Background: an optimization exercise with open tools, aiming at small area and a short achievable clock period. Do not read the settings as production practice. Only simulation tests tie the RTL to the original design; equivalence was not proved.

==> flow/design.v (outline; a module is shown in full before it is edited, if it fits) <==
// module PE: 1572 lines
module PE#(
    parameter d_width = 32,
    parameter a_width = 8,
    parameter iact_size =  5,
    parameter kernel_size = 3
)
(
    input start,
    input clk, rst_n,
    input [d_width -1 : 0] weight,
    input [d_width -1 : 0] iact,
    output reg load_weight,
    output reg load_iact,
    output reg done,
    output reg [d_width -1 : 0] pe_out
);
  // ...
==> flow/flow/run.sh <==
#!/bin/bash
# Layout flow: the standard layout (standard.sh) with these changes:
#  - the port buffers are buf_2 cells instead of the cell buffer_ports picks;
#  - timing repair aims at 7.0 ns of setup slack at the 10 ns clock, and
#    may only resize cells and swap pins (no buffers, no cloning).
set -euo pipefail
cat >> config.mk <<'EOC'
export BUFFER_PORTS_ARGS = -buffer_cell sky130_fd_sc_hd__buf_2
export SETUP_SLACK_MARGIN = 7.0
export SETUP_MOVE_SEQUENCE = sizeup,swap
EOC
bash standard.sh > standard.log 2>&1
==> flow/standard.sh <==
#!/bin/bash
# synth_recipe.tcl (not shown) runs the flow's synth.tcl, then flattens the netlist and writes it again
# the make line also repeats each setting of config.mk as NAME=value (left out here)
make -C /OpenROAD-flow-scripts/flow DESIGN_CONFIG=/design/flow/config.mk WORK_HOME=/design/flow/orfs CLKGATE_MAP_FILE= SYNTH_SCRIPT=/design/flow/synth_recipe.tcl "${@:-finish}"
==> flow/config.mk <==
export PLATFORM = sky130hd
export DESIGN_NAME = PE
export DESIGN_NICKNAME = PE
export VERILOG_FILES = /design/flow/design.v
export SDC_FILE = /design/flow/constraint.sdc
export NUM_CORES = 4
export LEC_CHECK = 0
export CAP_MARGIN = 20
export CORE_MARGIN = 2
export CORE_UTILIZATION = 60
export CTS_BUF_LIST = sky130_fd_sc_hd__clkbuf_16
export CTS_CLUSTER_DIAMETER = 60
export CTS_CLUSTER_SIZE = 30
export SLEW_MARGIN = 20
export BUFFER_PORTS_ARGS = -buffer_cell sky130_fd_sc_hd__buf_2
export SETUP_SLACK_MARGIN = 7.0
export SETUP_MOVE_SEQUENCE = sizeup,swap
==> flow/constraint.sdc <==
create_clock -name core_clock -period 10.0 [get_ports {clk}]
set_input_delay 2.0000 -clock core_clock [delete_from_list [all_inputs] [get_ports {clk}]]
set_output_delay 2.0000 -clock core_clock [all_outputs]
set_load 0.01 [all_outputs]
==> impl_metrics.env, run 1 <==
export IMPL_status="no timing/DRC/antenna violations"
export IMPL_num_io_pins=102
export IMPL_setup_slack_ns=6.85
export IMPL_first_pass_iters=6
export IMPL_ff_latch_area_mm2=0.00989
export IMPL_required_ns=8.00
export IMPL_final_clk_cell_share=0.0436
export IMPL_clk_latency_ns=0.59
export IMPL_slowest_delay_ns=0.44
export IMPL_stdcell_count=3443
export IMPL_async_reset_ff_frac=0.0966
export IMPL_worst_setup_path_start_kind="flip-flop"
export IMPL_syn_inst=2822
export IMPL_skew_ns=0.0311
export IMPL_detailroute_wirelength_met2_um=31900
export IMPL_worstReg2RegEnd="acc0_c[17]$_SDFF_PP0_"
export IMPL_maxCapViolCount=0
export IMPL_synth_edf_count=0
export IMPL_crit_slowest_cell="dfrtp_2"
export IMPL_design_die_area_mm2=0.0478
export IMPL_rsz0062_at_grt="yes"
export IMPL_postRouteWirelength_um=68600
export IMPL_whs_ns=0.319
export IMPL_tritoncts="built"
export IMPL_cp_top_family="flip-flops"
export IMPL_n_fill_cell=3636
export IMPL_clock_sinks=476
export IMPL_vias=19900
export IMPL_synthTopCellsByArea="dfxtp_1, xnor2_1, a22oi_1"
export IMPL_synth_top_family_by_area="XOR/XNOR gates"
export IMPL_cts_clk_slew_worst_paths_ns=0.10
export IMPL_detailedPlace_worstSlack_ns=6.49
export IMPL_dpl_cell_area_mm2=0.0283
==> inputs of run 2 (changes only) <==
==> flow/flow/run.sh (replaced) <==
#!/bin/bash
# Layout flow: the standard layout (standard.sh) with these changes:
#  - the port buffers are buf_2 cells instead of the cell buffer_ports picks;
#  - timing repair aims at 6.8 ns of setup slack at the 10 ns clock, and
#    may only resize cells and swap pins (no buffers, no cloning).
set -euo pipefail
cat >> config.mk <<'EOC'
export BUFFER_PORTS_ARGS = -buffer_cell sky130_fd_sc_hd__buf_2
export SETUP_SLACK_MARGIN = 6.8
export SETUP_MOVE_SEQUENCE = sizeup,swap
EOC
bash standard.sh > standard.log 2>&1
--- a/flow/config.mk
+++ b/flow/config.mk
@@ -7,11 +7,11 @@
 export LEC_CHECK = 0
 export CAP_MARGIN = 20
 export CORE_MARGIN = 2
-export CORE_UTILIZATION = 60
+export CORE_UTILIZATION = 70
 export CTS_BUF_LIST = sky130_fd_sc_hd__clkbuf_16
 export CTS_CLUSTER_DIAMETER = 60
 export CTS_CLUSTER_SIZE = 30
 export SLEW_MARGIN = 20
 export BUFFER_PORTS_ARGS = -buffer_cell sky130_fd_sc_hd__buf_2
-export SETUP_SLACK_MARGIN = 7.0
+export SETUP_SLACK_MARGIN = 6.8
 export SETUP_MOVE_SEQUENCE = sizeup,swap
==> run 2 against run 1 <==
Still clean on timing, DRC and antenna. Critical path depth is the same. First-iteration DRC count grew 5.9%. Count of clock-buffer cells in the layout shrank 6. Sequential share of layout area grew 1.1 points. Non-clock buffer count shrank 3. Design area shrank 3.9%. Global-route usage grew 4.0 points. Via count grew 0.99%.
==> impl_metrics.env, run 2 <==
export IMPL_status="no timing/DRC/antenna violations"
export IMPL_stdcell_area_mm2=0.0295
export IMPL_path_cells="buf_2"
export IMPL_vias_per_cell=6.02
export IMPL_finalHoldViolCount=0
export IMPL_crit_slowest_cell="dfrtp_1"
export IMPL_clock_path_buffers=3
export IMPL_port_buffers=101
export IMPL_synth_top_area_frac=0.311
export IMPL_stdcell_count=3347
export IMPL_rows=72
export IMPL_ys_top_cells_by_count="xnor2_1, dfxtp_1, a22oi_1"
export IMPL_ant_nets=0
export IMPL_tns_ns=0
export IMPL_crit_type="reg2out"
export IMPL_critPathMaxFanout=3
export IMPL_async_reset_ff_frac=0.0966
export IMPL_grt_start_max_net_pins=82
export IMPL_cts_buffers=31
export IMPL_dp_hpwl_um=46800
export IMPL_r2r_start="acc1_s[20]$_SDFF_PP0_"
export IMPL_grt_pass1_wl_um=108000
export IMPL_die_height_um=203
export IMPL_hold_buffers=0
export IMPL_synth_edf_count=0
export IMPL_setup_violations=0
export IMPL_crit_start="load_iact$_DFFE_PN0P_"
export IMPL_skew_ns=0.0250
export IMPL_yosys_warnings=1
export IMPL_vias=20100
export IMPL_required_ns=8.00
export IMPL_period_minus_slack_ns=3.17
export IMPL_synth_area_per_cell_um2=9.80
export IMPL_num_io_pins=102
export IMPL_cp_endpoint="load_iact"
export IMPL_n_fill_cell=2768
export IMPL_cts_clk_slew_worst_paths_ns=0.10
export IMPL_postRouteWirelength_um=66900
export IMPL_synth_fp_nets=2952
export IMPL_synth_cell_types=70
export IMPL_maxCapViolCount=0
export IMPL_setup_slack_ns=6.83
export IMPL_clock_sinks=476
export IMPL_n_antenna_cell=0
export IMPL_synth_area_mm2=0.0276
export IMPL_start_util=0.712
export IMPL_min_path_type="reg2reg"
export IMPL_rsz0062_at_grt="yes"
export IMPL_worstSetupEndpointType="output pin"
export IMPL_path_depth=1
export IMPL_gp_congestion=0.916
export IMPL_reg2regPathDepth=13
export IMPL_layout_drive_gt1_share=0.142
export IMPL_slew_headroom=0.363
export IMPL_worst_pin_slew_ns=0.956
export IMPL_grtUsageTotal=0.326
export IMPL_synthTopCellsByArea="dfxtp_1, xnor2_1, a22oi_1"
export IMPL_clock_fmax_ghz=0.316
export IMPL_ys_ff_latch=476
export IMPL_slew_viol_final=0
export IMPL_antenna_found_initial=0
export IMPL_cts_htree_levels=1
export IMPL_grt_pass1_vias=20600
export IMPL_dp_cells=3293
export IMPL_syn_inst=2822
export IMPL_fin_nets=2938
export IMPL_final_cell_mix="xnor2_1, dfxtp_1, a22oi_1"
export IMPL_detailedPlace_worstSlack_ns=6.57
export IMPL_cts_root_buf="clkbuf_16"
export IMPL_yosysMostFrequentCell="xnor2_1"
export IMPL_dpl_cell_area_mm2=0.0281
export IMPL_whs_ns=0.322
export IMPL_reg2reg_slack_ns=6.86
export IMPL_utilization=0.761
export IMPL_worstReg2RegEnd="pe_out[31]$_DFFE_PN0P_"
export IMPL_period_share=0.317
export IMPL_cp_top_family="flip-flops"
export IMPL_synth_main_ff_cell="dfxtp_1"
export IMPL_path_buf_inv=1
export IMPL_wl_per_cell_um=20.0
export IMPL_slowest_delay_ns=0.41
export IMPL_first_pass_iters=6
export IMPL_post_route_drc_count=0
export IMPL_drtIter0Drc=1589
export IMPL_die_width_um=203
export IMPL_final_common_cell="xnor2_1"
export IMPL_seq_area_frac_synth=0.353
export IMPL_worst_setup_path_start_kind="flip-flop"
export IMPL_syn_to_final_growth_pct=6.86
export IMPL_globalRouteOverflowTotal=0
export IMPL_cp_arrival_ns=1.17
export IMPL_core_area_mm2=0.0388
export IMPL_design_die_area_mm2=0.0411
export IMPL_yosys_area_top_type="dfxtp_1"
export IMPL_clk_latency_ns=0.63
export IMPL_tritoncts="built"
## run 2: cell counts after synthesis
No cell type changed its count.
## run 2: cell families (layout without fill, tap and decap cells)
kind of cell               after synthesis  after routing  synth area share
DFF                                    476            476             0.353
muxes                                  136            136            0.0537
buffers and inverters                  223            230            0.0398
adders and majority gates              242            242            0.0950
and+or+nand+nor                        476            476            0.0762
AOI/OAI and AO/OA                      452            452             0.114
xor gates and xnor gates               817            817             0.268
## run 2: final cells by class
type	instances	area, um^2	area share
Multi-Input combinational cell	2123	16900	0.572
Clock buffer	32	801	0.0271
Timing Repair Buffer	132	802	0.0271
Sequential cell	476	9840	0.333
Tap cell	518	648	0.0219
Inverter	44	165	0.00559
Clock inverter	22	389	0.0132
## run 2: per-layer routing
layer  track usage  vias up  share of wire
li1              -     9500              -
met1         0.424     9668           0.42
met2         0.551      781           0.47
met3        0.0409      191          0.070
met4         0.133        0          0.043
met5             0        -              0
## run 2: worst min path at each step
stage	endpoint	slack, ns	depth (start not counted)	from
final	r2[6]$_DFF_P_	0.32	0	r3[6]$_DFF_P_
after global routing	r2[6]$_DFF_P_	0.33	0	r3[6]$_DFF_P_
after CTS	r2[6]$_DFF_P_	0.33	0	r3[6]$_DFF_P_
after detailed placement	r3[10]$_DFF_P_	0.31	0	r4[10]$_DFF_P_
after global placement	w1[25]$_DFF_P_	0.31	0	w2[25]$_DFF_P_
after floorplan	r0[0]$_DFF_P_	0.31	0	r1[0]$_DFF_P_
## run 2: what timing repair did
| item | in CTS | in global routing |
|---|---|---|
| setup buffers | 0 | 0 |
| resized for setup | 26 | 60 |
| setup endpoints to repair | 35 | 44 |
| pin swaps | 3 | 14 |
==> inputs of run 3 (changes only) <==
--- a/flow/config.mk
+++ b/flow/config.mk
@@ -7,10 +7,11 @@
 export LEC_CHECK = 0
 export CAP_MARGIN = 20
 export CORE_MARGIN = 2
-export CORE_UTILIZATION = 70
+export CORE_UTILIZATION = 60
 export CTS_BUF_LIST = sky130_fd_sc_hd__clkbuf_16
 export CTS_CLUSTER_DIAMETER = 60
 export CTS_CLUSTER_SIZE = 30
+export GPL_TIMING_DRIVEN = 1
 export SLEW_MARGIN = 20
 export BUFFER_PORTS_ARGS = -buffer_cell sky130_fd_sc_hd__buf_2
 export SETUP_SLACK_MARGIN = 6.8
==> run 3 against run 2 <==
Largest cell class unchanged. Critical endpoint is now pe_out[23]. Count of clock-buffer cells in the layout increased by 7. First-iteration DRC count decreased by 14%.
==> impl_metrics.env, run 3 <==
export IMPL_status="no timing/DRC/antenna violations"
export IMPL_setup_slack_ns=6.85
export IMPL_syn_to_final_growth_pct=8.12
export IMPL_crit_type="reg2out"
export IMPL_syn_inst=2822
export IMPL_synthTopCellsByArea="dfxtp_1, xnor2_1, a22oi_1"
export IMPL_port_buffers=101
export IMPL_tns_ns=0
export IMPL_clock_path_buffers=3
export IMPL_path_cells="buf_2"
export IMPL_globalRouteOverflowTotal=0
export IMPL_crit_slowest_cell="dfrtp_2"
export IMPL_start_util=0.609
export IMPL_clock_fmax_ghz=0.318
export IMPL_hold_depth=0
export IMPL_reg2regPathDepth=8
export IMPL_yosysMostFrequentCell="xnor2_1"
export IMPL_n_fill_cell=3782
export IMPL_yosys_area_top_type="dfxtp_1"
export IMPL_critPathMaxFanout=2
export IMPL_grtUsageMet1=0.379
export IMPL_layout_drive_gt1_share=0.152
export IMPL_async_reset_ff_frac=0.0966
export IMPL_post_route_drc_count=0
export IMPL_final_cell_mix="xnor2_1, dfxtp_1, a22oi_1"
export IMPL_drtIter0Drc=1367
export IMPL_fin_nets=2945
export IMPL_grt_start_max_net_pins=94
export IMPL_design_die_area_mm2=0.0478
export IMPL_synth_main_ff_cell="dfxtp_1"
export IMPL_ys_ff_latch=476
export IMPL_grtUsageTotal=0.283
export IMPL_use_met2=0.466
export IMPL_vias=19800
export IMPL_path_buf_inv=1
export IMPL_slew_headroom=0.260
export IMPL_required_ns=8.00
export IMPL_first_pass_iters=6
export IMPL_ff_latch_area_mm2=0.00986
export IMPL_num_io_pins=102
export IMPL_seq_area_frac_synth=0.353
export IMPL_met3_usage=0.0320
export IMPL_synth_area_per_cell_um2=9.80
export IMPL_skew_ns=0.0439
export IMPL_die_width_um=219
export IMPL_vias_per_cell=5.74
export IMPL_clock_sinks=476
export IMPL_path_depth=1
export IMPL_clk_latency_ns=0.59
export IMPL_tritoncts="built"
export IMPL_rsz0062_at_grt="yes"
export IMPL_synth_edf_count=0
export IMPL_worst_pin_slew_ns=1.11
export IMPL_worst_setup_path_start_kind="flip-flop"
export IMPL_grt_pass1_wl_um=107000
export IMPL_period_minus_slack_ns=3.15
export IMPL_worstSetupEndpointType="output pin"
export IMPL_utilization=0.659
export IMPL_multi_input_area_mm2=0.0170
export IMPL_slowest_delay_ns=0.44
export IMPL_n_antenna_cell=0
export IMPL_yosys_warnings=1
export IMPL_grt_pass1_vias=19700
export IMPL_cp_top_family="flip-flops"
export IMPL_cts_htree_levels=2
export IMPL_synth_fp_nets=2952
export IMPL_gp_congestion=0.874
export IMPL_wl_per_cell_um=19.6
export IMPL_finalHoldViolCount=0
export IMPL_die_height_um=219
export IMPL_final_common_cell="xnor2_1"
export IMPL_synth_area_mm2=0.0276
export IMPL_antenna_found_initial=0
export IMPL_dp_hpwl_um=47000
export IMPL_rows=78
export IMPL_synth_cell_types=70
export IMPL_cts_clk_slew_worst_paths_ns=0.10
export IMPL_core_area_mm2=0.0454
export IMPL_postRouteWirelength_um=67600
export IMPL_detailedPlace_worstSlack_ns=6.53
export IMPL_cts_buffers=36
export IMPL_synth_top_area_frac=0.311
export IMPL_maxCapViolCount=0
export IMPL_period_share=0.315
export IMPL_min_path_type="reg2reg"
export IMPL_ys_top_cells_by_count="xnor2_1, dfxtp_1, a22oi_1"
export IMPL_busiest_layer="met2"
export IMPL_cts_root_buf="clkbuf_16"
export IMPL_setup_violations=0
export IMPL_cp_arrival_ns=1.15
export IMPL_ant_nets=0
export IMPL_slew_viol_final=0
==> run 3: cell types whose count changed in the layout (fill, tap and decap cells not counted), sizes merged <==
cell      previous run  this run
clkinvlp             0         4
clkinv               4        13
clkbuf              33        39
buf                131       134
inv                 61        53
bufinv               1         0
==> run 3: per-layer routing <==
| layer | wire, um | vias up | part of all wire |
|---|---|---|---|
| li1 | - | 9528 | - |
| met1 | 30500 | 9482 | 0.45 |
| met4 | 2460 | 0 | 0.036 |
| met5 | 0 | - | 0 |
| met3 | 3680 | 147 | 0.054 |
| met2 | 31000 | 609 | 0.46 |
==> run 3: stage by stage <==
stage               hold WS (ns)  std cells  instance area (um^2)
floorplan                  0.310       2822                 27600
global placement           0.310       3377                 28200
detailed placement         0.312       3377                 28200
CTS                        0.310       3442                 29600
global route               0.318       3442                 29900
finish                     0.300       3442                 29900
==> run 3: worst paths after layout <==
path | startpoint | end | slack (ns)
setup / recovery | pe_out[23]$_DFFE_PN0P_ | pe_out[23] | 6.85
hold / removal | r4[16]$_DFF_P_ | r3[16]$_DFF_P_ | 0.30
setup reg to reg | neg[2]$_DFF_P_ | acc0_s[25]$_SDFF_PP0_ | 6.92
hold reg to reg | r4[16]$_DFF_P_ | r3[16]$_DFF_P_ | 0.30
max in group asynchronous | rst_n | pe_out[23]$_DFFE_PN0P_ | 8.11
min in group asynchronous | rst_n | load_iact$_DFFE_PN0P_ | 1.42
==> run 3: repair_timing <==
item | CTS | global route
buffers inserted | 0 | 0
setup endpoints to repair | 38 | 41
gates resized for setup | 30 | 88
endpoints found under the hold margin | 0 | 0
hold buffers | 0 | 0
pin swaps | 1 | 22
==> run 3: logic make-up after synthesis <==
group,share of synthesized area
mux,0.0537
xor+xnor,0.268
simple gates,0.0762
compound gates,0.114
fa+ha+maj,0.0950
flops,0.353
buf+inv,0.0398
==> run 3: layout make-up <==
type	count	share of cell area
multi-input cells	2123	0.569
repair buffers	134	0.0275
inverters	44	0.00553
clock buffers	39	0.0326
well taps	600	0.0251
clock inverters	26	0.0105
flip-flops and latches	476	0.330
==> inputs of run 4 (changes only) <==
--- a/flow/config.mk
+++ b/flow/config.mk
@@ -10,8 +10,7 @@
 export CORE_UTILIZATION = 60
 export CTS_BUF_LIST = sky130_fd_sc_hd__clkbuf_16
 export CTS_CLUSTER_DIAMETER = 60
-export CTS_CLUSTER_SIZE = 30
-export GPL_TIMING_DRIVEN = 1
+export CTS_CLUSTER_SIZE = 40
 export SLEW_MARGIN = 20
 export BUFFER_PORTS_ARGS = -buffer_cell sky130_fd_sc_hd__buf_2
 export SETUP_SLACK_MARGIN = 6.8
==> run 4 against run 3 <==
Cell count hardly changed. Critical endpoint unchanged. Wire length is 0.23% lower. Clock skew is 0.0022 ns higher.
==> impl_metrics.env, run 4 <==
export IMPL_rsz0062_at_grt="yes"
export IMPL_hold_depth=0
export IMPL_clock_path_buffers=3
export IMPL_slew_viol_final=0
export IMPL_required_ns=8.00
export IMPL_cts_clk_slew_worst_paths_ns=0.11
export IMPL_final_cell_mix="xnor2_1, dfxtp_1, a22oi_1"
export IMPL_worst_pin_slew_ns=1.11
export IMPL_synth_edf_count=0
export IMPL_finalHoldViolCount=0
export IMPL_tritoncts="built"
export IMPL_dpl_cell_area_mm2=0.0282
export IMPL_reg2regPathDepth=8
export IMPL_synthTopCellsByArea="dfxtp_1, xnor2_1, a22oi_1"
export IMPL_final_common_cell="xnor2_1"
export IMPL_crit_slowest_cell="dfrtp_2"
export IMPL_grtUsageTotal=0.282
export IMPL_start_util=0.609
export IMPL_grt_start_max_net_pins=94
export IMPL_synth_fp_nets=2952
export IMPL_yosys_area_top_type="dfxtp_1"
export IMPL_syn_inst=2822
export IMPL_grt_pass1_vias=19600
export IMPL_clock_sinks=476
export IMPL_ys_ff_latch=476
export IMPL_synth_area_mm2=0.0276
export IMPL_detailroute_wirelength_met2_um=30900
export IMPL_fin_nets=2944
export IMPL_synth_cell_types=70
export IMPL_design_die_area_mm2=0.0478
export IMPL_post_route_drc_count=0
export IMPL_worstReg2RegEnd="acc0_s[25]$_SDFF_PP0_"
export IMPL_worst_setup_path_start_kind="flip-flop"
export IMPL_die_height_um=219
export IMPL_maxCapViolCount=0
export IMPL_critPathMaxFanout=2
export IMPL_port_buffers=101
export IMPL_top_layer_used="met4"
export IMPL_wl_met3_um=3660
export IMPL_clock_fmax_ghz=0.318
export IMPL_wl_per_cell_um=19.6
export IMPL_reg2reg_slack_ns=6.92
export IMPL_crit_type="reg2out"
export IMPL_rows=78
export IMPL_gp_congestion=0.874
export IMPL_detailedPlace_worstSlack_ns=6.53
export IMPL_worstSetupEndpointType="output pin"
export IMPL_synth_area_per_cell_um2=9.80
export IMPL_yosys_warnings=1
export IMPL_synth_main_ff_cell="dfxtp_1"
export IMPL_postRouteWirelength_um=67400
export IMPL_layout_drive_gt1_share=0.152
export IMPL_min_path_type="reg2reg"
export IMPL_slowest_delay_ns=0.44
export IMPL_min_from="r4[16]$_DFF_P_"
export IMPL_seq_area_frac_synth=0.353
export IMPL_period_share=0.315
export IMPL_async_reset_ff_frac=0.0966
export IMPL_dp_hpwl_um=47000
export IMPL_core_area_mm2=0.0454
export IMPL_ys_top_cells_by_count="xnor2_1, dfxtp_1, a22oi_1"
export IMPL_setup_slack_ns=6.85
export IMPL_vias=19800
export IMPL_globalRouteOverflowTotal=0
export IMPL_synth_top_area_frac=0.311
export IMPL_hold_buffers=0
export IMPL_yosysMostFrequentCell="xnor2_1"
export IMPL_cts_root_buf="clkbuf_16"
export IMPL_cp_top_family="flip-flops"
export IMPL_met1_length_um=30500
export IMPL_vias_per_cell=5.75
export IMPL_whs_ns=0.302
export IMPL_cts_htree_levels=2
export IMPL_cp_arrival_ns=1.15
export IMPL_clk_latency_ns=0.59
export IMPL_cts_buffers=35
export IMPL_ant_nets=0
export IMPL_path_buf_inv=1
export IMPL_status="no timing/DRC/antenna violations"
export IMPL_stdcell_area_mm2=0.0299
export IMPL_antenna_found_initial=0
export IMPL_slew_headroom=0.260
export IMPL_syn_to_final_growth_pct=8.10
export IMPL_r2r_start="neg[2]$_DFF_P_"
export IMPL_grt_pass1_wl_um=107000
export IMPL_n_antenna_cell=0
export IMPL_period_minus_slack_ns=3.15
export IMPL_min_to="r3[16]$_DFF_P_"
export IMPL_drtIter0Drc=1353
export IMPL_skew_ns=0.0461
export IMPL_num_io_pins=102
export IMPL_die_width_um=219
export IMPL_tns_ns=0
export IMPL_setup_violations=0
export IMPL_first_pass_iters=6
export IMPL_path_cells="buf_2"
[run 4: how the worst max path moves through the flow]
stage                           start                      to  slack, ns  cells after the start
2_1_floorplan   acc0_s[20]$_SDFF_PP0_  pe_out[31]$_DFFE_PN0P_       6.88                     13
3_3_place_gp           one[3]$_DFF_P_   acc0_c[17]$_SDFF_PP0_       6.59                     11
3_5_place_dp    acc0_s[20]$_SDFF_PP0_  pe_out[31]$_DFFE_PN0P_       6.53                     13
4_1_cts         acc0_c[19]$_SDFF_PP0_  pe_out[31]$_DFFE_PN0P_       6.76                     12
5_1_grt         acc1_s[18]$_SDFF_PP0_  pe_out[31]$_DFFE_PN0P_       6.75                     12
6_report       pe_out[23]$_DFFE_PN0P_              pe_out[23]       6.85                      1
[run 4: final cells by class]
class	instances	area [um^2]
Clock buffer	36	901
Timing Repair Buffer	134	833
Tap cell	600	751
Fill cell	3773	15500
Multi-Input combinational cell	2123	17000
Clock inverter	26	353
Inverter	44	165
Sequential cell	476	9860
[run 4: worst reg2reg max path, delay by kind of cell (launching register included)]
family                     cells  cell delay (ns)
adders and majority gates      3             1.12
xor gates and xnor gates       4             0.89
DFF                            1             0.76
and+or+nand+nor                1             0.13
[run 4: per-stage QoR]
step                std cells  utilization
floorplan                2822            -
global placement         3377        0.622
detailed placement       3377        0.622
CTS                      3439        0.651
global route             3439        0.659
finish                   3439        0.659
[run 4: repair_timing]
| item | 4_1_cts | 5_1_grt |
|---|---|---|
| cloned | 0 | 0 |
| endpoints found under the setup margin | 39 | 42 |
| resized for setup | 31 | 90 |
| buffers inserted | 0 | 0 |
| pin swaps | 3 | 20 |
[run 4: routing by layer]
layer  track usage  vias to the layer above
met3        0.0317                      150
li1              -                     9517
met2         0.465                      611
met4         0.113                        0
met1         0.378                     9492
met5             0                        -
[run 4: cells by family after synthesis]
group           Yosys count  share of synthesized area
compound gates          452                      0.114
xor+xnor                817                      0.268
fa+ha+maj               242                     0.0950
buf+inv                 223                     0.0398
flops                   476                      0.353
mux                     136                     0.0537
simple gates            476                     0.0762
==> inputs of run 5 (changes only) <==
--- a/flow/config.mk
+++ b/flow/config.mk
@@ -9,8 +9,8 @@
 export CORE_MARGIN = 2
 export CORE_UTILIZATION = 60
 export CTS_BUF_LIST = sky130_fd_sc_hd__clkbuf_16
-export CTS_CLUSTER_DIAMETER = 60
-export CTS_CLUSTER_SIZE = 40
+export CTS_CLUSTER_DIAMETER = 80
+export CTS_CLUSTER_SIZE = 36
 export SLEW_MARGIN = 20
 export BUFFER_PORTS_ARGS = -buffer_cell sky130_fd_sc_hd__buf_2
 export SETUP_SLACK_MARGIN = 6.8
==> run 5 against run 4 <==
Global-route usage decreased by 0.36 points. Design area shrank 1.4%. Flip-flop and latch count is the same. Critical endpoint unchanged. Highest routed layer unchanged.
==> impl_metrics.env, run 5 <==
export IMPL_async_reset_ff_frac=0.0966
export IMPL_grt_start_max_net_pins=94
export IMPL_gp_congestion=0.874
export IMPL_globalRouteOverflowTotal=0
export IMPL_synthTopCellsByArea="dfxtp_1, xnor2_1, a22oi_1"
export IMPL_use_met2=0.466
export IMPL_path_buf_inv=1
export IMPL_die_width_um=219
export IMPL_finalHoldViolCount=0
export IMPL_reg2reg_slack_ns=6.83
export IMPL_antenna_found_initial=0
export IMPL_post_route_drc_count=0
export IMPL_postRouteWirelength_um=67200
export IMPL_vias_per_cell=5.77
export IMPL_die_height_um=219
export IMPL_slew_headroom=0.252
export IMPL_cts_clk_slew_worst_paths_ns=0.12
export IMPL_grt_pass1_wl_um=106000
export IMPL_clk_latency_ns=0.61
export IMPL_ant_nets=0
export IMPL_min_path_type="reg2reg"
export IMPL_min_to="r2[6]$_DFF_P_"
export IMPL_required_ns=8.00
export IMPL_num_io_pins=102
export IMPL_cts_buffers=24
export IMPL_slowest_delay_ns=0.46
export IMPL_first_pass_iters=7
export IMPL_tritoncts="built"
export IMPL_port_buffers=101
export IMPL_worst_pin_slew_ns=1.12
export IMPL_yosys_area_top_type="dfxtp_1"
export IMPL_path_cells="buf_6"
export IMPL_synth_fp_nets=2952
export IMPL_skew_ns=0.0414
export IMPL_post_cts_buffers=0
export IMPL_clock_path_buffers=3
export IMPL_rows=78
export IMPL_cts_htree_levels=1
export IMPL_clock_fmax_ghz=0.314
export IMPL_design_die_area_mm2=0.0478
export IMPL_ys_ff_latch=476
export IMPL_ys_top_cells_by_count="xnor2_1, dfxtp_1, a22oi_1"
export IMPL_grtUsageTotal=0.279
export IMPL_drtIter0Drc=1374
export IMPL_synth_top_area_frac=0.311
export IMPL_reg2regPathDepth=12
export IMPL_synth_cell_types=70
export IMPL_period_share=0.319
export IMPL_n_fill_cell=3822
export IMPL_yosysMostFrequentCell="xnor2_1"
export IMPL_worstReg2RegEnd="pe_out[31]$_DFFE_PN0P_"
export IMPL_hold_buffers=0
export IMPL_r2r_start="acc1_s[19]$_SDFF_PP0_"
export IMPL_grt_pass1_vias=19600
export IMPL_start_util=0.609
export IMPL_period_minus_slack_ns=3.19
export IMPL_slew_viol_final=0
export IMPL_yosys_warnings=1
export IMPL_synth_edf_count=0
export IMPL_whs_ns=0.322
export IMPL_met3_usage=0.0281
export IMPL_cp_arrival_ns=1.19
export IMPL_worst_setup_path_start_kind="flip-flop"
export IMPL_syn_to_final_growth_pct=6.63
export IMPL_syn_inst=2822
export IMPL_dp_hpwl_um=47000
export IMPL_grtUsageMet1=0.378
export IMPL_critPathMaxFanout=2
export IMPL_fin_nets=2933
export IMPL_tns_ns=0
export IMPL_layout_drive_gt1_share=0.141
export IMPL_clock_sinks=476
export IMPL_synth_area_per_cell_um2=9.80
export IMPL_core_area_mm2=0.0454
export IMPL_final_cell_mix="xnor2_1, dfxtp_1, a22oi_1"
export IMPL_min_from="r3[6]$_DFF_P_"
export IMPL_synth_area_mm2=0.0276
export IMPL_hold_depth=0
export IMPL_n_antenna_cell=0
export IMPL_rsz0062_at_grt="yes"
export IMPL_ff_latch_area_mm2=0.00985
export IMPL_crit_slowest_cell="dfrtp_2"
export IMPL_crit_type="reg2out"
export IMPL_status="no timing/DRC/antenna violations"
export IMPL_seq_area_frac_synth=0.353
export IMPL_multi_input_area_mm2=0.0169
export IMPL_vias=19700
export IMPL_wl_per_cell_um=19.7
export IMPL_cp_top_family="flip-flops"
export IMPL_maxCapViolCount=0
export IMPL_synth_main_ff_cell="dfxtp_1"
export IMPL_final_common_cell="xnor2_1"
export IMPL_cts_root_buf="clkbuf_16"
export IMPL_setup_violations=0
export IMPL_worstSetupEndpointType="output pin"
export IMPL_busiest_layer="met2"
## run 5: cell counts after synthesis
Identical to the previous run, type by type.
## run 5: logic make-up (layout without fill, tap and decap cells)
family | after synthesis | after routing | synth area share
AO/OA/AOI/OAI | 452 | 452 | 0.114
XOR/XNOR | 817 | 817 | 0.268
adder cells (fa/ha/maj) | 242 | 242 | 0.0950
buffers and inverters | 223 | 219 | 0.0398
flip-flops | 476 | 476 | 0.353
multiplexers | 136 | 136 | 0.0537
AND/OR/NAND/NOR | 476 | 476 | 0.0762
## run 5: repair_timing
item                                    4_1_cts  5_1_grt
pin swaps                                     3       15
resized for setup                            29       70
endpoints found under the setup margin       39       42
## run 5: per-stage QoR
stage	worst slack, ns	utilization	area [um^2]	cells
after floorplan	6.88	-	27600	2822
after global placement	6.59	0.622	28200	3377
after detailed placement	6.53	0.622	28200	3377
after CTS	6.75	0.645	29300	3418
after global routing	6.68	0.650	29500	3418
final	6.81	0.650	29500	3418
## run 5: how the worst max path moves through the flow
stage	to	start	depth (start not counted)	slack (ns)
after floorplan	pe_out[31]$_DFFE_PN0P_	acc0_s[20]$_SDFF_PP0_	13	6.88
after global placement	acc0_c[17]$_SDFF_PP0_	one[3]$_DFF_P_	11	6.59
after detailed placement	pe_out[31]$_DFFE_PN0P_	acc0_s[20]$_SDFF_PP0_	13	6.53
after CTS	pe_out[31]$_DFFE_PN0P_	acc1_s[20]$_SDFF_PP0_	13	6.75
after global routing	pe_out[31]$_DFFE_PN0P_	acc1_s[20]$_SDFF_PP0_	13	6.68
final	pe_out[23]	pe_out[23]$_DFFE_PN0P_	1	6.81
## run 5: cell type report
cell class | count | share of cell area
clock inverters | 17 | 0.0122
clock buffers | 24 | 0.0204
multi-input cells | 2123 | 0.574
repair buffers | 134 | 0.0281
flip-flops and latches | 476 | 0.334
inverters | 44 | 0.00560
well taps | 600 | 0.0255
## run 5: metal layers
| layer | vias to the layer above | wire, um |
|---|---|---|
| met3 | 136 | 3720 |
| met5 | - | 0 |
| met4 | 0 | 2210 |
| li1 | 9481 | - |
| met1 | 9505 | 30300 |
| met2 | 587 | 31100 |
==> inputs of run 6 (changes only) <==
--- a/flow/config.mk
+++ b/flow/config.mk
@@ -9,8 +9,8 @@
 export CORE_MARGIN = 2
 export CORE_UTILIZATION = 60
 export CTS_BUF_LIST = sky130_fd_sc_hd__clkbuf_16
-export CTS_CLUSTER_DIAMETER = 80
-export CTS_CLUSTER_SIZE = 36
+export CTS_CLUSTER_DIAMETER = 100
+export CTS_CLUSTER_SIZE = 32
 export SLEW_MARGIN = 20
 export BUFFER_PORTS_ARGS = -buffer_cell sky130_fd_sc_hd__buf_2
 export SETUP_SLACK_MARGIN = 6.8
==> run 6 against run 5 <==
Still clean on timing, DRC and antenna. Fmax is 0.89% higher. First-iteration DRC count is 0.36% higher. Worst hold slack worse by 0.0020 ns. Non-clock buffer count stayed put. Global-route usage is 0.10 points lower. Die area stayed put. Wire length is 0.56% lower. Flip-flop and latch count stayed put. Area after synthesis stayed put. Register-to-register slack better by 0.06 ns. Critical path depth stayed put. Highest routed layer unchanged.
==> impl_metrics.env, run 6 <==
export IMPL_status="no timing/DRC/antenna violations"
export IMPL_finalHoldViolCount=0
export IMPL_wl_per_cell_um=19.6
export IMPL_met1_length_um=30000
export IMPL_worst_setup_path_start_kind="flip-flop"
export IMPL_drtIter0Drc=1379
export IMPL_setup_violations=0
export IMPL_n_fill_cell=3866
export IMPL_gp_congestion=0.874
export IMPL_fin_nets=2928
export IMPL_hold_depth=0
export IMPL_yosys_warnings=1
export IMPL_min_path_type="reg2reg"
export IMPL_first_pass_iters=6
export IMPL_cts_clk_slew_worst_paths_ns=0.12
export IMPL_clk_latency_ns=0.58
export IMPL_worst_pin_slew_ns=1.11
export IMPL_worstReg2RegEnd="pe_out[31]$_DFFE_PN0P_"
export IMPL_slowest_delay_ns=0.47
export IMPL_synth_compound_area_frac=0.114
export IMPL_synth_main_ff_cell="dfxtp_1"
export IMPL_clock_fmax_ghz=0.316
export IMPL_yosys_area_top_type="dfxtp_1"
export IMPL_worstSetupEndpointType="output pin"
export IMPL_seq_area_frac_synth=0.353
export IMPL_async_reset_ff_frac=0.0966
export IMPL_multi_input_area_mm2=0.0170
export IMPL_vias=19700
export IMPL_globalRouteOverflowTotal=0
export IMPL_synth_top_family_by_area="XOR/XNOR gates"
export IMPL_clock_path_buffers=3
export IMPL_design_die_area_mm2=0.0478
export IMPL_crit_type="reg2out"
export IMPL_post_route_drc_count=0
export IMPL_path_buf_inv=1
export IMPL_rows=78
export IMPL_slew_headroom=0.259
export IMPL_synth_area_per_cell_um2=9.80
export IMPL_maxCapViolCount=0
export IMPL_postRouteWirelength_um=66900
export IMPL_core_area_mm2=0.0454
export IMPL_ys_top_cells_by_count="xnor2_1, dfxtp_1, a22oi_1"
export IMPL_grt_pass1_vias=19500
export IMPL_period_minus_slack_ns=3.16
export IMPL_synth_edf_count=0
export IMPL_cp_endpoint="pe_out[23]"
export IMPL_required_ns=8.00
export IMPL_die_height_um=219
export IMPL_skew_ns=0.0295
export IMPL_num_io_pins=102
export IMPL_r2r_start="acc0_c[20]$_SDFF_PP0_"
export IMPL_vias_per_cell=5.79
export IMPL_grtUsageTotal=0.278
export IMPL_tns_ns=0
export IMPL_slew_viol_final=0
export IMPL_final_common_cell="xnor2_1"
export IMPL_ff_latch_area_mm2=0.00988
export IMPL_synthTopCellsByArea="dfxtp_1, xnor2_1, a22oi_1"
export IMPL_crit_start="pe_out[23]$_DFFE_PN0P_"
export IMPL_synth_cell_types=70
export IMPL_path_depth=1
export IMPL_yosysMostFrequentCell="xnor2_1"
export IMPL_cp_top_family="flip-flops"
export IMPL_synthMuxAreaShare=0.0537
export IMPL_synthSimpleGateAreaFrac=0.0762
export IMPL_grt_pass1_wl_um=106000
export IMPL_start_util=0.609
export IMPL_grt_start_max_net_pins=94
export IMPL_port_buffers=101
export IMPL_layout_drive_gt1_share=0.140
export IMPL_synthAdderAreaFrac=0.0950
export IMPL_cts_htree_levels=1
export IMPL_dpl_cell_area_mm2=0.0282
export IMPL_antenna_found_initial=0
export IMPL_cts_root_buf="clkbuf_16"
export IMPL_tritoncts="built"
export IMPL_reg2regPathDepth=13
export IMPL_top_layer_used="met4"
export IMPL_dp_hpwl_um=47000
export IMPL_synth_fp_nets=2952
export IMPL_wl_met3_um=3990
export IMPL_ys_ff_latch=476
export IMPL_syn_to_final_growth_pct=5.54
export IMPL_syn_inst=2822
export IMPL_synth_top_area_frac=0.311
export IMPL_clock_sinks=476
export IMPL_ant_nets=0
export IMPL_synth_area_mm2=0.0276
export IMPL_critPathMaxFanout=2
export IMPL_cp_arrival_ns=1.16
export IMPL_cts_buffers=19
export IMPL_synth_xor_area_frac=0.268
export IMPL_crit_slowest_cell="dfrtp_2"
export IMPL_detailroute_wirelength_met2_um=31000
export IMPL_final_cell_mix="xnor2_1, dfxtp_1, a22oi_1"
export IMPL_n_antenna_cell=0
export IMPL_die_width_um=219
export IMPL_period_share=0.316
export IMPL_rsz0062_at_grt="yes"
export IMPL_reg2reg_slack_ns=6.89
export IMPL_path_cells="buf_6"
export IMPL_stdcell_area_mm2=0.0292
run 6: cell types whose count changed in the layout (fill, tap and decap cells not counted), moves of 5 or more:
cell / previous run / this run
dfxtp_1: 391 / 384
dfxtp_4: 15 / 22
clkinv_16: 6 / 0
buf_4: 22 / 27
buf_6: 10 / 5
clkbuf_16: 24 / 19
run 6: cell type report:
cell class                 instances  share of cell area
clock inverter                     8             0.00386
sequential                       476               0.338
tap                              600              0.0257
clock buffer                      19              0.0163
inverter                          44             0.00566
multi-input combinational       2123               0.582
timing repair buffer             134              0.0277
run 6: cells by family (layout without fill, tap and decap cells):
logic type,Yosys count,after routing
adder cells (fa/ha/maj),242,242
buffers and inverters,223,205
AND/OR/NAND/NOR,476,476
AO/OA/AOI/OAI,452,452
flip-flops,476,476
XOR/XNOR,817,817
multiplexers,136,136
run 6: repair_timing:
action | 4_1_cts | 5_1_grt
hold buffers | 0 | 0
buffers inserted | 0 | 0
cloned | 0 | 0
pin swaps | 3 | 20
endpoints found under the setup margin | 38 | 38
resized for setup | 33 | 81
run 6: worst min path at each step:
stage / startpoint / to / slack, ns
CTS: w2[7]$_DFF_P_ / w1[7]$_DFF_P_ / 0.32
floorplan: r1[0]$_DFF_P_ / r0[0]$_DFF_P_ / 0.31
finish: w2[7]$_DFF_P_ / w1[7]$_DFF_P_ / 0.32
global placement: w2[5]$_DFF_P_ / w1[5]$_DFF_P_ / 0.31
detailed placement: w2[11]$_DFF_P_ / w1[11]$_DFF_P_ / 0.31
global route: w2[7]$_DFF_P_ / w1[7]$_DFF_P_ / 0.33
run 6: per-stage QoR:
step / util / cells / worst slack [ns] / hold WS (ns)
finish: 0.643 / 3404 / 6.84 / 0.320
floorplan: - / 2822 / 6.88 / 0.310
detailed placement: 0.622 / 3377 / 6.53 / 0.312
global route: 0.643 / 3404 / 6.73 / 0.329
CTS: 0.637 / 3404 / 6.74 / 0.321
global placement: 0.622 / 3377 / 6.59 / 0.310
run 6: layer usage:
layer  track usage  vias up
met2         0.463      641
met1         0.377     9476
met5             0        -
li1              -     9470
met3        0.0277      112
met4        0.0917        0
==> inputs of run 7 (changes only) <==
--- a/flow/config.mk
+++ b/flow/config.mk
@@ -7,7 +7,7 @@
 export LEC_CHECK = 0
 export CAP_MARGIN = 20
 export CORE_MARGIN = 2
-export CORE_UTILIZATION = 60
+export CORE_UTILIZATION = 70
 export CTS_BUF_LIST = sky130_fd_sc_hd__clkbuf_16
 export CTS_CLUSTER_DIAMETER = 100
 export CTS_CLUSTER_SIZE = 32
==> run 7 against run 6 <==
Flip-flop and latch count is the same. First-iteration DRC count grew 12%. Critical endpoint is now load_iact. Largest cell class unchanged.
==> impl_metrics.env, run 7 <==
export IMPL_grt_pass1_wl_um=106000
export IMPL_slew_headroom=0.371
export IMPL_syn_inst=2822
export IMPL_slowest_delay_ns=0.42
export IMPL_slew_viol_final=0
export IMPL_r2r_start="acc0_s[9]$_SDFF_PP0_"
export IMPL_cts_htree_levels=1
export IMPL_min_path_type="reg2reg"
export IMPL_ys_ff_latch=476
export IMPL_final_common_cell="xnor2_1"
export IMPL_wl_per_cell_um=19.8
export IMPL_clock_fmax_ghz=0.317
export IMPL_status="no timing/DRC/antenna violations"
export IMPL_num_io_pins=102
export IMPL_path_buf_inv=1
export IMPL_utilization=0.745
export IMPL_tritoncts="built"
export IMPL_critPathMaxFanout=3
export IMPL_clock_sinks=476
export IMPL_synth_cell_types=70
export IMPL_core_area_mm2=0.0388
export IMPL_yosys_area_top_type="dfxtp_1"
export IMPL_ant_nets=0
export IMPL_dp_hpwl_um=46800
export IMPL_antenna_found_initial=0
export IMPL_synth_fp_nets=2952
export IMPL_clock_path_buffers=3
export IMPL_required_ns=8.00
export IMPL_period_share=0.316
export IMPL_maxCapViolCount=0
export IMPL_synth_main_ff_cell="dfxtp_1"
export IMPL_period_minus_slack_ns=3.16
export IMPL_synth_area_per_cell_um2=9.80
export IMPL_post_route_drc_count=0
export IMPL_worstReg2RegEnd="pe_out[31]$_DFFE_PN0P_"
export IMPL_path_cells="buf_2"
export IMPL_start_util=0.712
export IMPL_design_die_area_mm2=0.0411
export IMPL_crit_start="load_iact$_DFFE_PN0P_"
export IMPL_cp_endpoint="load_iact"
export IMPL_path_depth=1
export IMPL_rsz0062_at_grt="yes"
export IMPL_syn_to_final_growth_pct=4.62
export IMPL_clk_latency_ns=0.59
export IMPL_stdcell_area_mm2=0.0289
export IMPL_fin_nets=2926
export IMPL_synth_edf_count=0
export IMPL_rows=72
export IMPL_yosysMostFrequentCell="xnor2_1"
export IMPL_dpl_cell_area_mm2=0.0281
export IMPL_synth_top_area_frac=0.311
export IMPL_globalRouteOverflowTotal=0
export IMPL_die_height_um=203
export IMPL_worst_pin_slew_ns=0.943
export IMPL_gp_congestion=0.916
export IMPL_grtUsageTotal=0.321
export IMPL_vias=20000
export IMPL_cts_root_buf="clkbuf_16"
export IMPL_worstSetupEndpointType="output pin"
export IMPL_seq_area_frac_synth=0.353
export IMPL_final_cell_mix="xnor2_1, dfxtp_1, a22oi_1"
export IMPL_grt_pass1_vias=20300
export IMPL_grt_start_max_net_pins=82
export IMPL_first_pass_iters=6
export IMPL_postRouteWirelength_um=65900
export IMPL_cp_top_family="flip-flops"
export IMPL_setup_slack_ns=6.84
export IMPL_drtIter0Drc=1543
export IMPL_setup_violations=0
export IMPL_port_buffers=101
export IMPL_worst_setup_path_start_kind="flip-flop"
export IMPL_synth_area_mm2=0.0276
export IMPL_crit_type="reg2out"
export IMPL_async_reset_ff_frac=0.0966
export IMPL_vias_per_cell=6.03
export IMPL_synthTopCellsByArea="dfxtp_1, xnor2_1, a22oi_1"
export IMPL_die_width_um=203
export IMPL_crit_slowest_cell="dfrtp_1"
export IMPL_reg2regPathDepth=10
export IMPL_ys_top_cells_by_count="xnor2_1, dfxtp_1, a22oi_1"
export IMPL_cts_buffers=19
export IMPL_reg2reg_slack_ns=6.87
export IMPL_yosys_warnings=1
export IMPL_tns_ns=0
export IMPL_cp_arrival_ns=1.16
export IMPL_detailedPlace_worstSlack_ns=6.57
export IMPL_layout_drive_gt1_share=0.137
export IMPL_n_antenna_cell=0
export IMPL_cts_clk_slew_worst_paths_ns=0.12
export IMPL_skew_ns=0.0538
export IMPL_finalHoldViolCount=0
[run 7: through the flow]
step | cells | hold WS (ns)
3_5_place_dp | 3293 | 0.312
4_1_cts | 3320 | 0.319
5_1_grt | 3320 | 0.310
3_3_place_gp | 3293 | 0.310
6_report | 3320 | 0.310
2_1_floorplan | 2822 | 0.310
[run 7: worst min path at each step]
| stage | start | end | slack (ns) | cells past startpoint |
|---|---|---|---|---|
| 2_1_floorplan | r1[0]$_DFF_P_ | r0[0]$_DFF_P_ | 0.31 | 0 |
| 3_3_place_gp | w2[25]$_DFF_P_ | w1[25]$_DFF_P_ | 0.31 | 0 |
| 3_5_place_dp | r4[10]$_DFF_P_ | r3[10]$_DFF_P_ | 0.31 | 0 |
| 4_1_cts | r4[16]$_DFF_P_ | r3[16]$_DFF_P_ | 0.32 | 0 |
| 5_1_grt | r3[14]$_DFF_P_ | r2[14]$_DFF_P_ | 0.31 | 0 |
| 6_report | r3[14]$_DFF_P_ | r2[14]$_DFF_P_ | 0.31 | 0 |
[run 7: cells by family (layout without fill, tap and decap cells)]
logic type                 after synthesis  after routing  share of synthesized area
adders and majority gates              242            242                     0.0950
buffers and inverters                  223            203                     0.0398
and+or+nand+nor                        476            476                     0.0762
muxes                                  136            136                     0.0537
xor gates and xnor gates               817            817                      0.268
DFF                                    476            476                      0.353
AOI/OAI and AO/OA                      452            452                      0.114
[run 7: routing by layer]
| metal | wire (um) | track usage |
|---|---|---|
| met1 | 27900 | 0.419 |
| met4 | 2530 | 0.118 |
| met5 | 0 | 0 |
| met3 | 4440 | 0.0403 |
| met2 | 31000 | 0.544 |
[run 7: cell type report]
class / instances / area, um^2
Inverter: 44 / 165
Fill cell: 2854 / 9900
Sequential cell: 476 / 9850
Multi-Input combinational cell: 2123 / 16900
Timing Repair Buffer: 132 / 777
Tap cell: 518 / 648
Clock inverter: 8 / 60.1
Clock buffer: 19 / 475
[run 7: repair_timing]
action                                 CTS  global route
gates resized for setup                 26            67
setup endpoints to repair               36            37
endpoints found under the hold margin    0             0
pin swaps                                5            22
hold buffers                             0             0
buffers inserted                         0             0
==> inputs of run 8 (changes only) <==
--- a/flow/config.mk
+++ b/flow/config.mk
@@ -7,10 +7,10 @@
 export LEC_CHECK = 0
 export CAP_MARGIN = 20
 export CORE_MARGIN = 2
-export CORE_UTILIZATION = 70
+export CORE_UTILIZATION = 60
 export CTS_BUF_LIST = sky130_fd_sc_hd__clkbuf_16
-export CTS_CLUSTER_DIAMETER = 100
-export CTS_CLUSTER_SIZE = 32
+export CTS_CLUSTER_DIAMETER = 60
+export CTS_CLUSTER_SIZE = 30
 export SLEW_MARGIN = 20
 export BUFFER_PORTS_ARGS = -buffer_cell sky130_fd_sc_hd__buf_2
 export SETUP_SLACK_MARGIN = 6.8
==> run 8 against run 7 <==
Count of clock-buffer cells in the layout up 20. Sequential share of layout area down 1.1 points. Critical endpoint is now pe_out[23]. Wire length up 2.6%. Worst setup slack better by 0.0090 ns. Die area up 16%.
==> impl_metrics.env, run 8 <==
export IMPL_wl_met3_um=3680
export IMPL_clock_path_buffers=3
export IMPL_final_cell_mix="xnor2_1, dfxtp_1, a22oi_1"
export IMPL_dp_cells=3377
export IMPL_post_route_drc_count=0
export IMPL_fin_nets=2945
export IMPL_layout_drive_gt1_share=0.152
export IMPL_dp_hpwl_um=47000
export IMPL_synth_cell_types=70
export IMPL_period_minus_slack_ns=3.15
export IMPL_top_layer_used="met4"
export IMPL_required_ns=8.00
export IMPL_whs_ns=0.300
export IMPL_clk_latency_ns=0.59
export IMPL_cts_htree_levels=2
export IMPL_post_cts_buffers=0
export IMPL_crit_slowest_cell="dfrtp_2"
export IMPL_slew_headroom=0.260
export IMPL_die_height_um=219
export IMPL_design_die_area_mm2=0.0478
export IMPL_utilization=0.659
export IMPL_worstReg2RegEnd="acc0_s[25]$_SDFF_PP0_"
export IMPL_grtUsageTotal=0.283
export IMPL_syn_inst=2822
export IMPL_path_buf_inv=1
export IMPL_path_depth=1
export IMPL_tns_ns=0
export IMPL_worst_setup_path_start_kind="flip-flop"
export IMPL_met1_length_um=30500
export IMPL_r2r_start="neg[2]$_DFF_P_"
export IMPL_synth_fp_nets=2952
export IMPL_min_from="r4[16]$_DFF_P_"
export IMPL_maxCapViolCount=0
export IMPL_rows=78
export IMPL_setup_violations=0
export IMPL_period_share=0.315
export IMPL_clock_fmax_ghz=0.318
export IMPL_start_util=0.609
export IMPL_vias_per_cell=5.74
export IMPL_num_io_pins=102
export IMPL_ant_nets=0
export IMPL_reg2reg_slack_ns=6.92
export IMPL_async_reset_ff_frac=0.0966
export IMPL_yosys_area_top_type="dfxtp_1"
export IMPL_cp_top_family="flip-flops"
export IMPL_min_to="r3[16]$_DFF_P_"
export IMPL_synth_edf_count=0
export IMPL_path_cells="buf_2"
export IMPL_vias=19800
export IMPL_grt_start_max_net_pins=94
export IMPL_antenna_found_initial=0
export IMPL_min_path_type="reg2reg"
export IMPL_cp_arrival_ns=1.15
export IMPL_grt_pass1_vias=19700
export IMPL_yosys_warnings=1
export IMPL_worst_pin_slew_ns=1.11
export IMPL_wl_per_cell_um=19.6
export IMPL_clock_sinks=476
export IMPL_worstSetupEndpointType="output pin"
export IMPL_core_area_mm2=0.0454
export IMPL_synth_main_ff_cell="dfxtp_1"
export IMPL_ys_top_cells_by_count="xnor2_1, dfxtp_1, a22oi_1"
export IMPL_synthTopCellsByArea="dfxtp_1, xnor2_1, a22oi_1"
export IMPL_syn_to_final_growth_pct=8.12
export IMPL_port_buffers=101
export IMPL_grt_pass1_wl_um=107000
export IMPL_ys_ff_latch=476
export IMPL_first_pass_iters=6
export IMPL_drtIter0Drc=1367
export IMPL_crit_type="reg2out"
export IMPL_cts_clk_slew_worst_paths_ns=0.10
export IMPL_cts_buffers=36
export IMPL_yosysMostFrequentCell="xnor2_1"
export IMPL_slew_viol_final=0
export IMPL_stdcell_count=3442
export IMPL_skew_ns=0.0439
export IMPL_slowest_delay_ns=0.44
export IMPL_status="no timing/DRC/antenna violations"
export IMPL_n_antenna_cell=0
export IMPL_die_width_um=219
export IMPL_synth_area_per_cell_um2=9.80
export IMPL_synth_area_mm2=0.0276
export IMPL_cts_root_buf="clkbuf_16"
export IMPL_final_common_cell="xnor2_1"
export IMPL_n_fill_cell=3782
export IMPL_critPathMaxFanout=2
export IMPL_detailroute_wirelength_met2_um=31000
export IMPL_globalRouteOverflowTotal=0
export IMPL_finalHoldViolCount=0
export IMPL_rsz0062_at_grt="yes"
export IMPL_postRouteWirelength_um=67600
export IMPL_synth_top_area_frac=0.311
export IMPL_reg2regPathDepth=8
export IMPL_tritoncts="built"
export IMPL_gp_congestion=0.874
export IMPL_hold_depth=0
export IMPL_seq_area_frac_synth=0.353
[run 8: cell types whose count changed in the layout (fill, tap and decap cells not counted), sizes merged]
cell	change
clkinv	+11
clkinvlp	+3
buf	+2
clkbuf	+20
inv	+4
[run 8: worst register-to-register path: cells and delay by family (launching register included)]
kind | cells | cell delay, ns
adder cells (fa/ha/maj) | 3 | 1.14
XOR/XNOR | 4 | 0.89
flip-flops | 1 | 0.75
AND/OR/NAND/NOR | 1 | 0.13
[run 8: cell families (layout without fill, tap and decap cells)]
group / count (synthesis) / count (layout) / share of synthesized area
AO/OA/AOI/OAI: 452 / 452 / 0.114
flip-flops: 476 / 476 / 0.353
XOR/XNOR: 817 / 817 / 0.268
buffers and inverters: 223 / 243 / 0.0398
adder cells (fa/ha/maj): 242 / 242 / 0.0950
multiplexers: 136 / 136 / 0.0537
AND/OR/NAND/NOR: 476 / 476 / 0.0762
[run 8: cell type report]
cell class	count	area (um^2)	area share
multi-input cells	2123	17000	0.569
clock inverters	26	313	0.0105
clock buffers	39	976	0.0326
repair buffers	134	822	0.0275
flip-flops and latches	476	9860	0.330
well taps	600	751	0.0251
inverters	44	165	0.00553
[run 8: worst max path at each step]
stage / startpoint / to / slack (ns)
floorplan: acc0_s[20]$_SDFF_PP0_ / pe_out[31]$_DFFE_PN0P_ / 6.88
global placement: one[3]$_DFF_P_ / acc0_c[17]$_SDFF_PP0_ / 6.59
detailed placement: acc0_s[20]$_SDFF_PP0_ / pe_out[31]$_DFFE_PN0P_ / 6.53
CTS: acc1_s[20]$_SDFF_PP0_ / pe_out[31]$_DFFE_PN0P_ / 6.73
global route: acc0_c[20]$_SDFF_PP0_ / pe_out[31]$_DFFE_PN0P_ / 6.75
finish: pe_out[23]$_DFFE_PN0P_ / pe_out[23] / 6.85
[run 8: repair_timing]
action | CTS | global route
gates resized for setup | 30 | 88
hold buffers | 0 | 0
pin swaps | 1 | 22
gates cloned | 0 | 0
endpoints found under the setup margin | 38 | 41
[run 8: routing by layer]
layer  global-route usage  vias up
li1                     -     9528
met1                0.379     9482
met2                0.466      609
met3               0.0320      147
met4                0.114        0
met5                    0        -
[run 8: through the flow]
| stage | setup WS, ns | area, um^2 |
|---|---|---|
| 4_1_cts | 6.73 | 29600 |
| 2_1_floorplan | 6.88 | 27600 |
| 5_1_grt | 6.75 | 29900 |
| 6_report | 6.85 | 29900 |
| 3_3_place_gp | 6.59 | 28200 |
| 3_5_place_dp | 6.53 | 28200 |

## what the ideal ports hide
The flow's constraints put no driver on any port. The routed layouts listed below were extracted and timed again, unchanged, in two steps.
Step 1 (the two cells are an assumption about what drives the block):
set clk [get_ports {clk}]
set_driving_cell -lib_cell sky130_fd_sc_hd__clkbuf_16 $clk
set_driving_cell -lib_cell sky130_fd_sc_hd__buf_2 [delete_from_list [all_inputs] $clk]
Step 2 adds t to the input delays and takes it off the output delays; t is the mean of the earliest and latest rising clock arrival at the registers after step 1. Input paths then give back, and output paths get back, about the clock's delay inside the block.
a / b / c = no drivers / after step 1 / after step 2; a / b = the first two.
| run | t, ns | setup slack, ns | worst setup path after step 2 |
|---|---|---|---|
| run 1 | 0.641 | 6.850 / 6.787 / 6.829 | input to register |
| run 2 | 0.675 | 6.832 / 6.774 / 6.828 | input to register |
| run 3 | 0.628 | 6.853 / 6.792 / 6.717 | input to register |
| run 4 | 0.629 | 6.851 / 6.791 / 6.696 | input to register |
| run 5 | 0.656 | 6.811 / 6.750 / 6.736 | input to register |
| run 6 | 0.625 | 6.840 / 6.779 / 6.751 | input to register |
| run 7 | 0.627 | 6.844 / 6.785 / 6.859 | input to register |
| run 8 | 0.628 | 6.853 / 6.792 / 6.717 | input to register |
After both steps every run listed still meets setup and hold. For run 4, which loses most, drivers alone change the setup slack by -0.060 ns; drivers and shift together by -0.155 ns.
